Context: an optimization exercise on an open-source flow, tuned for small area, a short achievable clock period and few clock cycles per item. The choices shown serve that exercise and are no tape-out recipe.
Power is estimated from default activity; no workload was simulated.

pine:
==> module pp_mux2i, before the edit <==
module pp_mux2i(input logic s, input logic a, input logic b, output logic y);
   assign y = ~(s ? a : b);
endmodule
==> module mips_div64, before the edit <==
module mips_div64(
  input  logic         clk,
  input  logic         reset,
  input  logic [63:0]  srcA,
  input  logic [63:0]  srcB,
  input  logic [4:0]   rob_ptr_in,
  input  logic [1:0]   hilo_prf_ptr_in,
  input  logic         is_signed_div,
  input  logic         start_div,
  output logic [127:0] y,
  output logic [4:0]   rob_ptr_out,
  output logic [1:0]   hilo_prf_ptr_out,
  output logic         ready,
  output logic         complete
);
   localparam integer LG_G = 2;
   localparam integer G = 1 << LG_G;
   localparam integer DW = 66 + G - 1;
   localparam logic [1:0] IDLE = 2'd0, SETUP = 2'd1, ITER = 2'd2, DONE = 2'd3;
   logic [1:0]    r_state;
   logic [64:0]   r_R;        
   logic [DW-1:0] r_D;        
   logic [63:0]   r_Q;        
   logic [7:0]    r_k;        
   logic [5:0]    r_cnt;
   logic          r_negA, r_qneg, r_exit;
   logic          r_z0;       
   logic          r_zf;       
   logic          r_zs;       
   logic [4:0]    r_rob;
   logic [1:0]    r_hilo;
   function automatic logic [6:0] clz64(input logic [63:0] x);
      logic [15:0] v1; logic [31:0] c1;    
      logic [3:0]  v2; logic [15:0] c2;    
      logic        v3; logic [5:0]  c3;
      for (int i = 0; i < 16; i++) begin
         v1[i] = |x[4*i +: 4];
         c1[2*i+1] = ~x[4*i+3] & ~x[4*i+2];
         c1[2*i]   = ~x[4*i+3] & (x[4*i+2] | ~x[4*i+1]);
      end
      for (int i = 0; i < 4; i++) begin
         v2[i] = |v1[4*i +: 4];
         c2[4*i+3] = ~v1[4*i+3] & ~v1[4*i+2];
         c2[4*i+2] = ~v1[4*i+3] & (v1[4*i+2] | ~v1[4*i+1]);
         c2[4*i +: 2] = v1[4*i+3] ? c1[2*(4*i+3) +: 2] :
                        v1[4*i+2] ? c1[2*(4*i+2) +: 2] :
                        v1[4*i+1] ? c1[2*(4*i+1) +: 2] : c1[2*(4*i) +: 2];
      end
      v3 = |v2;
      c3[5] = ~v2[3] & ~v2[2];
      c3[4] = ~v2[3] & (v2[2] | ~v2[1]);
      c3[3:0] = v2[3] ? c2[12 +: 4] : v2[2] ? c2[8 +: 4] : v2[1] ? c2[4 +: 4] : c2[0 +: 4];
      clz64 = v3 ? {1'b0, c3} : 7'd64;
   endfunction
   logic       sA, sB, qn, bz;
   logic [6:0] lsA, lsB, lsB63;
   logic [7:0] k_in;
   assign sA    = is_signed_div & srcA[63];
   assign sB    = is_signed_div & srcB[63];
   assign qn    = sA ^ sB;
   assign bz    = ~|srcB;
   assign lsA   = clz64(sA ? {~srcA[62:0], 1'b1} : srcA);
   assign lsB   = clz64(srcB ^ {64{sB}});
   assign lsB63 = {1'b0, lsB[5:0] | {6{lsB[6]}}};
   pp_add8 u_k (.a({1'b0, lsB63}), .b(~{1'b0, lsA}), .cin(1'b1), .s(k_in));
   logic [DW-1:0] d_lv [LG_G:6];
   logic          fill;
   assign fill       = ~r_qneg;
   assign d_lv[LG_G] = {r_D[DW-G:0], {(G-1){fill}}};
   for (genvar l = LG_G; l < 6; l++) begin : g_sh
      assign d_lv[l+1] = r_k[l] ? {d_lv[l][DW-1-(1<<l):0], {(1<<l){fill}}} : d_lv[l];
   end
   logic [DW-1:0] xs, sum;
   logic          cin, zero, acc;
   assign xs  = {{(DW-65){r_R[64]}}, r_R};
   assign cin = ~r_qneg;
   logic zero_n;
   pp_add69 u_add (.a(xs), .b(r_D), .cin(cin), .s(sum), .zn(zero_n));
   assign zero = ~zero_n;
   logic fix;
   assign fix = r_zf | r_zs;
   assign acc = (sum[DW-1] ^ ~r_negA) & ~fix & ~r_z0;
   logic start, setup_sub;
   assign start     = (r_state == IDLE) & start_div;
   assign setup_sub = (r_state == SETUP) & r_qneg & ~r_exit;
   always_ff @(posedge clk) begin
      if (reset) begin
         r_state <= IDLE;
      end else begin
         case (r_state)
           IDLE:  if (start_div) r_state <= SETUP;
           SETUP: r_state <= r_exit ? IDLE : ITER;
           ITER:  if (r_z0 | (r_cnt == 6'd0)) r_state <= DONE;
           DONE:  if (!r_zf) r_state <= IDLE;
         endcase
      end
   end
   logic upd, en_neg, en_pos, en_R;
   assign upd    = (setup_sub | (r_state == ITER)) & ~fix & ~r_z0;
   assign en_neg = start | fix | (upd & r_negA);
   assign en_pos = start | fix | (upd & ~r_negA);
   pp_mux2i u_en (.s(sum[DW-1]), .a(~en_neg), .b(~en_pos), .y(en_R));
   always_ff @(posedge clk) begin
      r_k    <= k_in;
      r_exit <= bz | k_in[7];
   end
   always_ff @(posedge clk) begin
      if (start) begin
         r_negA <= sA;
         r_qneg <= qn;
         r_rob  <= rob_ptr_in;
         r_hilo <= hilo_prf_ptr_in;
      end
      if (en_R)
        r_R <= start ? {sA, srcA} : fix ? '0 : sum[64:0];
      r_zs <= setup_sub & r_negA & zero;
      r_zf <= (r_state == ITER) & r_negA & zero;
      r_z0 <= setup_sub & ~acc & ~(r_negA & zero);
      if (r_state == SETUP)
        r_cnt <= r_k[5:0] | (G - 1);
      else
        r_cnt <= r_cnt - 6'd1;
   end
   always_ff @(posedge clk) begin
      if (start)
        r_D <= {{(DW-64){sB}}, srcB} ^ {DW{~qn}};
      else if (r_state == SETUP)
        r_D <= d_lv[6];
      else
        r_D <= {r_D[DW-1], r_D[DW-1:1]};
      if (start)
        r_Q <= bz ? (qn ? 64'd1 : '1) : '0;
      else if (r_state == SETUP)
        r_Q <= {64{r_qneg}};
      else if (r_z0)
        r_Q <= '0;
      else if (r_zf & (r_state == DONE))
        r_Q <= {r_Q[63:1], ~r_qneg};
      else if (r_zf)
        r_Q <= {r_Q[62:1], ~r_qneg, r_qneg};
      else
        r_Q <= {r_Q[62:0], acc ^ r_qneg};
   end
   assign complete         = (r_state == DONE) & ~r_zf | ((r_state == SETUP) & r_exit);
   assign ready            = (r_state == IDLE) & ~start_div;
   assign y                = {r_R[63:0], r_Q};
   assign rob_ptr_out      = r_rob;
   assign hilo_prf_ptr_out = r_hilo;
endmodule
export LEC_CHECK = 0
export CAP_MARGIN = 20
export CORE_MARGIN = 2
export CORE_UTILIZATION = 40
export SETUP_SLACK_MARGIN = 1.4
export SLEW_MARGIN = 20
export SYNTH_HIERARCHICAL = 1
create_clock -name core_clock -period 4.0 [get_ports {clk}]
standard.sh (not shown) runs the stock make flow with config.mk's settings and CLKGATE_MAP_FILE= SYNTH_SCRIPT=/design/flow/synth_recipe.tcl, a recipe that flattens the netlist after the stock synthesis.
==> flow/flow/run.sh <==
#!/bin/bash
# Standard ORFS layout (the standard.sh) with one change to how it is
# made: the port buffers use the smallest buffer cell instead of the delay
# buffer buffer_ports picks by default.  All of make's output goes to
# standard_flow.log here.
set -euo pipefail
export BUFFER_PORTS_ARGS="-buffer_cell sky130_fd_sc_hd__buf_1"
bash standard.sh > standard_flow.log 2>&1
pine: no failed stages, no open violations at the end
> inputs changed (pine -> oak)
--- a/flow/design.v
+++ b/flow/design.v
@@ -24,10 +24,10 @@
 endmodule
 module pp_nor3(input logic a, input logic b, input logic c, output logic y);
    assign y = ~(a | b | c);
 endmodule
-module pp_mux2i(input logic s, input logic a, input logic b, output logic y);
-   assign y = ~(s ? a : b);
+module pp_mux2(input logic s, input logic a, input logic b, output logic y);
+   assign y = s ? a : b;
 endmodule
 module pp_add69(input logic [68:0] a, input logic [68:0] b, input logic cin,
    output logic [68:0] s, output logic zn);
    logic gn0_1;
@@ -1600,9 +1600,9 @@
    logic upd, en_neg, en_pos, en_R;
    assign upd    = (setup_sub | (r_state == ITER)) & ~fix & ~r_z0;
    assign en_neg = start | fix | (upd & r_negA);
    assign en_pos = start | fix | (upd & ~r_negA);
-   pp_mux2i u_en (.s(sum[DW-1]), .a(~en_neg), .b(~en_pos), .y(en_R));
+   pp_mux2 u_en (.s(sum[DW-1]), .a(en_neg), .b(en_pos), .y(en_R));
    always_ff @(posedge clk) begin
       r_k    <= k_in;
       r_exit <= bz | k_in[7];
    end
[summary]
Design area in oak is about 2.4% lower than in pine. oak vs pine: minimum clock period after layout up. The final layout from oak, which completed every stage, passed the timing, DRC and antenna checks at the end of the flow. The core utilization of the finished layout of oak falls short of that of pine by 1.0 points. [compare] base=pine new=oak: fraction of the cycle the final worst path needs now sits higher, worst reg-to-reg path cell count now sits lower, setup slack after placement now sits higher, multi-input logic portion of the cell area now sits higher, leakage component of the power now sits lower. Taking pine as the reference, in oak number of global-route vias before repair fell by 1.1%, power density over the cells fell by about 3%. Across both runs, area of combinational cells with multiple inputs was lower for oak than for pine. Area after synthesis: higher on pine. The setup slack number comes out higher for pine vs oak. oak: proportion of power drawn by the clock network 1.8 points above pine.
No functional check of the RTL was part of any run of this note.

---

Setup of red:
The RTL this note starts from:
==> flow/design.v <==
module mips_div64(
  input  logic         clk,
  input  logic         reset,
  input  logic [63:0]  srcA,
  input  logic [63:0]  srcB,
  input  logic [4:0]   rob_ptr_in,
  input  logic [1:0]   hilo_prf_ptr_in,
  input  logic         is_signed_div,
  input  logic         start_div,
  output logic [127:0] y,
  output logic [4:0]   rob_ptr_out,
  output logic [1:0]   hilo_prf_ptr_out,
  output logic         ready,
  output logic         complete
);
   localparam integer LG_G = 2;
   localparam integer G = 1 << LG_G;
   localparam integer DW = 66 + G - 1;
   localparam logic [1:0] IDLE = 2'd0, SETUP = 2'd1, ITER = 2'd2, DONE = 2'd3;
   logic [1:0]    r_state;
   logic [64:0]   r_R;        
   logic [DW-1:0] r_D;        
   logic [63:0]   r_Q;        
   logic [6:0]    r_lsA, r_lsB;
   logic [5:0]    r_cnt;
   logic          r_negA, r_qneg, r_inv, r_bz;
   logic [4:0]    r_rob;
   logic [1:0]    r_hilo;
   function automatic logic [6:0] clz64(input logic [63:0] x);
      logic [31:0] z1, c1;
      logic [15:0] z2; logic [31:0] c2;
      logic [7:0]  z3; logic [23:0] c3;
      logic [3:0]  z4; logic [15:0] c4;
      logic [1:0]  z5; logic [9:0]  c5;
      logic        z6; logic [5:0]  c6;
      for (int i = 0; i < 32; i++) begin
         z1[i] = ~(x[2*i+1] | x[2*i]);
         c1[i] = ~x[2*i+1];
      end
      for (int i = 0; i < 16; i++) begin
         z2[i] = z1[2*i+1] & z1[2*i];
         c2[2*i +: 2] = z1[2*i+1] ? {1'b1, c1[2*i]} : {1'b0, c1[2*i+1]};
      end
      for (int i = 0; i < 8; i++) begin
         z3[i] = z2[2*i+1] & z2[2*i];
         c3[3*i +: 3] = z2[2*i+1] ? {1'b1, c2[4*i +: 2]} : {1'b0, c2[4*i+2 +: 2]};
      end
      for (int i = 0; i < 4; i++) begin
         z4[i] = z3[2*i+1] & z3[2*i];
         c4[4*i +: 4] = z3[2*i+1] ? {1'b1, c3[6*i +: 3]} : {1'b0, c3[6*i+3 +: 3]};
      end
      for (int i = 0; i < 2; i++) begin
         z5[i] = z4[2*i+1] & z4[2*i];
         c5[5*i +: 5] = z4[2*i+1] ? {1'b1, c4[8*i +: 4]} : {1'b0, c4[8*i+4 +: 4]};
      end
      z6 = z5[1] & z5[0];
      c6 = z5[1] ? {1'b1, c5[4:0]} : {1'b0, c5[9:5]};
      clz64 = z6 ? 7'd64 : {1'b0, c6};
   endfunction
   logic       sA, sB, qn, bz;
   logic [6:0] lsB;
   assign sA  = is_signed_div & srcA[63];
   assign sB  = is_signed_div & srcB[63];
   assign qn  = sA ^ sB;
   assign bz  = ~|srcB;
   assign lsB = clz64(srcB ^ {64{sB}});
   logic [7:0]    k;
   logic          exit_now;
   logic [DW-1:0] d_lv [LG_G:6];
   logic          fill;
   assign k        = {1'b0, r_lsB} - {1'b0, r_lsA} + {7'd0, r_negA};
   assign exit_now = r_bz | k[7];
   assign fill     = ~r_qneg;
   assign d_lv[LG_G] = {r_D[DW-G:0], {(G-1){fill}}};
   for (genvar l = LG_G; l < 6; l++) begin : g_sh
      assign d_lv[l+1] = k[l] ? {d_lv[l][DW-1-(1<<l):0], {(1<<l){fill}}} : d_lv[l];
   end
   logic [DW-1:0] xs, sum;
   logic          cin, zero, acc;
   assign xs  = {{(DW-65){r_R[64]}}, r_R};
   assign cin = ~r_qneg;
   sk_add #(.W(DW)) u_add (.a(xs), .b(r_D), .cin(cin), .s(sum));
   logic [DW-1:0] zt;
   assign zt   = (xs ^ r_D) ^ {(xs[DW-2:0] | r_D[DW-2:0]), cin};
   assign zero = ~|zt;
   assign acc  = r_negA ? (sum[DW-1] | zero) : ~sum[DW-1];
   logic start, inv_n;
   assign start = (r_state == IDLE) & start_div;
   assign inv_n = r_qneg & acc;
   always_ff @(posedge clk) begin
      if (reset) begin
         r_state <= IDLE;
      end else begin
         case (r_state)
           IDLE:  if (start_div) r_state <= SETUP;
           SETUP: r_state <= exit_now ? IDLE : ITER;
           ITER:  if (r_cnt == 6'd0) r_state <= DONE;
           DONE:  r_state <= IDLE;
         endcase
      end
   end
   always_ff @(posedge clk) begin
      if (start) begin
         r_lsA  <= clz64(srcA ^ {64{sA}});
         r_lsB  <= lsB[6] ? 7'd63 : lsB;
         r_negA <= sA;
         r_qneg <= qn;
         r_bz   <= bz;
         r_rob  <= rob_ptr_in;
         r_hilo <= hilo_prf_ptr_in;
      end
      if (start)
        r_R <= {sA, srcA};
      else if (((r_state == SETUP) & r_qneg | (r_state == ITER)) & acc)
        r_R <= sum[64:0];
      if (r_state == SETUP) begin
         r_inv <= inv_n;
         r_cnt <= k[5:0] | (G - 1);
      end else begin
         r_cnt <= r_cnt - 6'd1;
      end
   end
   always_ff @(posedge clk) begin
      if (start)
        r_D <= {{(DW-64){sB}}, srcB} ^ {DW{~qn}};
      else if (r_state == SETUP)
        r_D <= d_lv[6];
      else
        r_D <= {r_D[DW-1], r_D[DW-1:1]};
      if (start)
        r_Q <= bz ? (qn ? 64'd1 : '1) : '0;
      else if (r_state == SETUP)
        r_Q <= {64{inv_n}};
      else
        r_Q <= {r_Q[62:0], acc ^ r_inv};
   end
   assign complete         = (r_state == DONE) | ((r_state == SETUP) & exit_now);
   assign ready            = (r_state == IDLE) & ~start_div;
   assign y                = {r_R[63:0], r_Q};
   assign rob_ptr_out      = r_rob;
   assign hilo_prf_ptr_out = r_hilo;
endmodule
module sk_add #(parameter integer W = 8)
  (input logic [W-1:0] a, input logic [W-1:0] b, input logic cin,
   output logic [W-1:0] s);
   localparam integer N = W + 1;            
   localparam integer L = $clog2(N);
   logic [N-1:0] g [0:L];
   logic [N-1:0] p [0:L];
   assign g[0] = {a & b, cin};
   assign p[0] = {a ^ b, 1'b0};
   for (genvar l = 0; l < L; l++) begin : g_lv
      for (genvar i = 0; i < N; i++) begin : g_b
         if ((i >> l) & 1) begin : g_n
            localparam integer J = ((i >> l) << l) - 1;
            assign g[l+1][i] = g[l][i] | (p[l][i] & g[l][J]);
            assign p[l+1][i] = p[l][i] & p[l][J];
         end else begin : g_c
            assign g[l+1][i] = g[l][i];
            assign p[l+1][i] = p[l][i];
         end
      end
   end
   assign s = (a ^ b) ^ g[L][W-1:0];
endmodule
clock: 4.0 ns
lec_check: 0
cap_margin: 20
core_margin: 2
core_utilization: 40
slew_margin: 20
run.sh (not shown) runs the stock make flow with config.mk's settings and CLKGATE_MAP_FILE= SYNTH_SCRIPT=/design/flow/synth_recipe.tcl, a recipe that flattens the netlist after the stock synthesis.
Stock flow here: none of the scripts above is used.
red has completed all stages; timing, DRC and antenna checks passed.
> inputs changed (red -> green)
--- a/flow/design.v
+++ b/flow/design.v
@@ -76,13 +76,13 @@
       assign d_lv[l+1] = k[l] ? {d_lv[l][DW-1-(1<<l):0], {(1<<l){fill}}} : d_lv[l];
    end
    logic [DW-1:0] xs, sum;
    logic          cin, zero, acc;
    assign xs  = {{(DW-65){r_R[64]}}, r_R};
    assign cin = ~r_qneg;
-   sk_add #(.W(DW)) u_add (.a(xs), .b(r_D), .cin(cin), .s(sum));
+   assign sum = xs + r_D + {{(DW-1){1'b0}}, cin};
    logic [DW-1:0] zt;
    assign zt   = (xs ^ r_D) ^ {(xs[DW-2:0] | r_D[DW-2:0]), cin};
    assign zero = ~|zt;
    assign acc  = r_negA ? (sum[DW-1] | zero) : ~sum[DW-1];
    logic start, inv_n;
    assign start = (r_state == IDLE) & start_div;
@@ -137,29 +137,6 @@
    assign complete         = (r_state == DONE) | ((r_state == SETUP) & exit_now);
    assign ready            = (r_state == IDLE) & ~start_div;
    assign y                = {r_R[63:0], r_Q};
    assign rob_ptr_out      = r_rob;
    assign hilo_prf_ptr_out = r_hilo;
 endmodule
-module sk_add #(parameter integer W = 8)
-  (input logic [W-1:0] a, input logic [W-1:0] b, input logic cin,
-   output logic [W-1:0] s);
-   localparam integer N = W + 1;            
-   localparam integer L = $clog2(N);
-   logic [N-1:0] g [0:L];
-   logic [N-1:0] p [0:L];
-   assign g[0] = {a & b, cin};
-   assign p[0] = {a ^ b, 1'b0};
-   for (genvar l = 0; l < L; l++) begin : g_lv
-      for (genvar i = 0; i < N; i++) begin : g_b
-         if ((i >> l) & 1) begin : g_n
-            localparam integer J = ((i >> l) << l) - 1;
-            assign g[l+1][i] = g[l][i] | (p[l][i] & g[l][J]);
-            assign p[l+1][i] = p[l][i] & p[l][J];
-         end else begin : g_c
-            assign g[l+1][i] = g[l][i];
-            assign p[l+1][i] = p[l][i];
-         end
-      end
-   end
-   assign s = (a ^ b) ^ g[L][W-1:0];
-endmodule
Results
green completed end to end; final checks failed (negative setup slack). The post-layout minimum cycle time of green was inferior to that of red. In green, the standby leakage power came out 0.80 nW above the value in red. green vs red: area taken by multi-input logic gates up by a few percent. Total power consumption of the routed design: green > red. On sequential share of power: between red and green, it ends up lower for green. Of the two values seen for startpoint of the worst setup timing path, r_lsA[0] was produced by red and r_lsA[1] by green. green vs. red: core utilization went up by 0.76 points. The routed wire length of green exceeds that of red by 7.3 mm. Between red and green, the critical path depth is higher for green. green vs red: setup slack down in green.
No functional check of the RTL was part of any run of this note.

## separate check: timing with driven ports
The results above use ideal ports. As a check the final layouts listed here were re-extracted and re-timed, cells and wires unchanged.
Step 1 assumes that a clkbuf_16 drives the clock port and a buf_2 every other input.
Step 2 also shifts input and output timing later by t, the mid clock arrival at the registers, as if the neighbouring blocks saw the same clock.
Slacks: no drivers / after step 1 / after step 2; pairs: no drivers / after step 1.
| run | t, ns | setup slack, ns | hold slack, ns | slew at the worst register clock pin (ns) | worst data-port slew with drivers (ns) |
|---|---|---|---|---|---|
| pine | 0.647 | 0.686 / 0.686 / 0.332 | 0.389 / 0.351 / 0.402 | 0.07 / 0.07 | 0.07 |
| oak | 0.637 | 0.669 / 0.669 / 0.323 | 0.391 / 0.353 / 0.410 | 0.07 / 0.07 | 0.09 |
| red | 0.649 | 0.117 / 0.060 / 0.013 | 0.418 / 0.418 / 0.418 | 0.07 / 0.07 | 0.05 |
| green | 0.644 | -0.009 / -0.009 / -0.187 | 0.423 / 0.423 / 0.423 | 0.07 / 0.07 | 0.05 |
The setup slack of pine, which loses most, moves by 0.000 ns with the drivers and by -0.354 ns with both steps.
